What follows belongs to an exercise in optimizing a design on an open flow for small area, a short achievable clock period and few clock cycles; a production flow would make more cautious choices. Only simulation tests tie the RTL to the original design; equivalence was not proved.

## fft8_top
module fft8_top #(
parameter N= 8,
parameter WIDTH= 12,
parameter FRACTION = 8
)(
input  wire clk,
input  wire rst,
input  wire start,
input  wire load,
input  wire [$clog2(N)-1:0] load_addr,
input  wire signed [WIDTH-1:0] data_in_re,
input  wire signed [WIDTH-1:0] data_in_im,
input  wire [$clog2(N)-1:0] out_addr,
output reg  done,
output reg  signed [WIDTH-1:0] data_out_re,
output reg  signed [WIDTH-1:0] data_out_im
);
Size in the first run: ~2,100 cells after synthesis, roughly 59 I/O pins.
==> flow/config.mk <==
export PLATFORM = sky130hd
export DESIGN_NAME = fft8_top
export DESIGN_NICKNAME = fft8_top
export VERILOG_FILES = /design/flow/design.v
export SDC_FILE = /design/flow/constraint.sdc
export NUM_CORES = 4
export LEC_CHECK = 0
export CAP_MARGIN = 20
export CORE_MARGIN = 2
export CORE_UTILIZATION = 40
export SLEW_MARGIN = 20
export SYNTH_HIERARCHICAL = 1
export SYNTH_MINIMUM_KEEP_SIZE = 0
==> flow/constraint.sdc <==
create_clock -name core_clock -period 15.0 [get_ports {clk}]
set_input_delay 3.0000 -clock core_clock [delete_from_list [all_inputs] [get_ports {clk}]]
set_output_delay 3.0000 -clock core_clock [all_outputs]
set_load 0.01 [all_outputs]
standard.sh (not shown) runs the stock make flow with config.mk's settings and CLKGATE_MAP_FILE= SYNTH_SCRIPT=/design/flow/synth_recipe.tcl, a recipe that flattens the netlist after the stock synthesis.
==> flow/flow/run.sh <==
#!/bin/bash
# Standard layout (the standard.sh: standard synthesis, floorplan, place,
# CTS, route, finish), with the timing repair asked to leave 7.5 ns of setup
# slack at the design's clock period.  The constraints are unchanged.
set -euo pipefail
bash standard.sh SETUP_SLACK_MARGIN=7.5 finish > standard_flow.log 2>&1
The first run ran to the end with no violations.
Testbench counts at the start, summed over its fixed seeds: cycles 5,760.
==> next run, changes <==
--- a/flow/design.v
+++ b/flow/design.v
@@ -473,42 +473,37 @@
 wire CDa_s295, CDa_c295; fa1 F295 (.a(ui[11]), .b(Dh0[11]), .c(Dh1[11]), .s(CDa_s295), .co(CDa_c295));
 wire CDb_s296, CDb_c296; fa1 F296 (.a(ui[11]), .b(Dn0[11]), .c(Dn1[11]), .s(CDb_s296), .co(CDb_c296));
 wire [11:0] Das = {CDa_s295, CDa_s293, CDa_s291, CDa_s289, CDa_s287, CDa_s285, CDa_s283, CDa_s281, CDa_s279, CDa_s277, CDa_s275, CDa_s273};
 wire [11:0] Dac = {CDa_c293, CDa_c291, CDa_c289, CDa_c287, CDa_c285, CDa_c283, CDa_c281, CDa_c279, CDa_c277, CDa_c275, CDa_c273, adjD};
 wire [11:0] Dbs = {CDb_s296, CDb_s294, CDb_s292, CDb_s290, CDb_s288, CDb_s286, CDb_s284, CDb_s282, CDb_s280, CDb_s278, CDb_s276, CDb_s274};
 wire [11:0] Dbc = {CDb_c294, CDb_c292, CDb_c290, CDb_c288, CDb_c286, CDb_c284, CDb_c282, CDb_c280, CDb_c278, CDb_c276, CDb_c274, ~adjD};
 wire [11:0] tai = Das + Dac + Dc8;
 wire [11:0] tbi = Dbs + Dbc + !Dc8;
 always @(posedge clk) begin
     pend <= npend;
     acc[0] <= nxt[0]; acc[1] <= nxt[1]; acc[2] <= nxt[2]; acc[3] <= nxt[3];
     acc[4] <= nxt[4]; acc[5] <= nxt[5]; acc[6] <= nxt[6]; acc[7] <= nxt[7];
-    if (start) begin
-        acc[12] <= tar;     acc[13] <= tai;
-        acc[14] <= tbr;     acc[15] <= tbi;
+    if (start | ph1) begin
         acc[8]  <= nxt[13]; acc[9]  <= nxt[12];
         acc[10] <= nxt[15]; acc[11] <= nxt[14];
-    end else if (ph1) begin
-        acc[8]  <= tbi;     acc[9]  <= tbr;
-        acc[10] <= tai;     acc[11] <= tar;
-        acc[12] <= nxt[12]; acc[13] <= nxt[13];
-        acc[14] <= nxt[14]; acc[15] <= nxt[15];
+        acc[12] <= tai;     acc[13] <= tar;
+        acc[14] <= tbi;     acc[15] <= tbr;
     end else begin
         acc[8]  <= nxt[8];  acc[9]  <= nxt[9];
         acc[10] <= nxt[10]; acc[11] <= nxt[11];
         acc[12] <= nxt[12]; acc[13] <= nxt[13];
         acc[14] <= nxt[14]; acc[15] <= nxt[15];
     end
 end
 always @(*) begin
     case (out_addr)
         3'd0: begin data_out_re = acc[0];  data_out_im = acc[1];  end
-        3'd1: begin data_out_re = acc[12]; data_out_im = acc[13]; end
+        3'd1: begin data_out_re = acc[8];  data_out_im = acc[9];  end
         3'd2: begin data_out_re = acc[2];  data_out_im = acc[3];  end
-        3'd3: begin data_out_re = acc[8];  data_out_im = acc[9];  end
+        3'd3: begin data_out_re = acc[14]; data_out_im = acc[15]; end
         3'd4: begin data_out_re = acc[4];  data_out_im = acc[5];  end
-        3'd5: begin data_out_re = acc[14]; data_out_im = acc[15]; end
+        3'd5: begin data_out_re = acc[10]; data_out_im = acc[11]; end
         3'd6: begin data_out_re = acc[6];  data_out_im = acc[7];  end
-        default: begin data_out_re = acc[10]; data_out_im = acc[11]; end
+        default: begin data_out_re = acc[12]; data_out_im = acc[13]; end
     endcase
 end
 endmodule
Clock skew hardly moves.
Synthesized cell count is higher by 9.2%.
Die area is higher by 2.6%.
Utilization is higher by 0.19 points.
Register-to-register slack gains 0.08 ns.
Sequential cell count stays the same.
Global-route usage is higher by 2.3 points.
Testbench counts after the change, summed over its fixed seeds: cycles 5,760.

port drivers added, routing unchanged:
Ports are ideal in the flow. The routed layouts listed here were re-timed in OpenROAD.
Step 1: set_driving_cell puts a clkbuf_16 on clk and a buf_2 on each other input, an assumption about the parent block.
Step 2 also shifts input and output timing later by t, the mid clock arrival at the registers, as if the neighbouring blocks saw the same clock.
Three values: ideal, step 1, step 2; two values: the first two.
| run | t, ns | setup WS [ns] | clock arrival spread, ns | worst data-port slew with drivers (ns) | pins driven straight from the clock port |
|---|---|---|---|---|---|
| the first run | 0.607 | 7.505 / 7.468 / 7.082 | 0.019 / 0.019 | 0.04 | 1 |
| the second run | 0.623 | 7.283 / 7.253 / 7.127 | 0.021 / 0.022 | 0.07 | 1 |
After both steps every run listed still meets setup and hold. For the first run, which loses most, drivers alone change the setup slack by -0.037 ns; drivers and shift together by -0.423 ns.
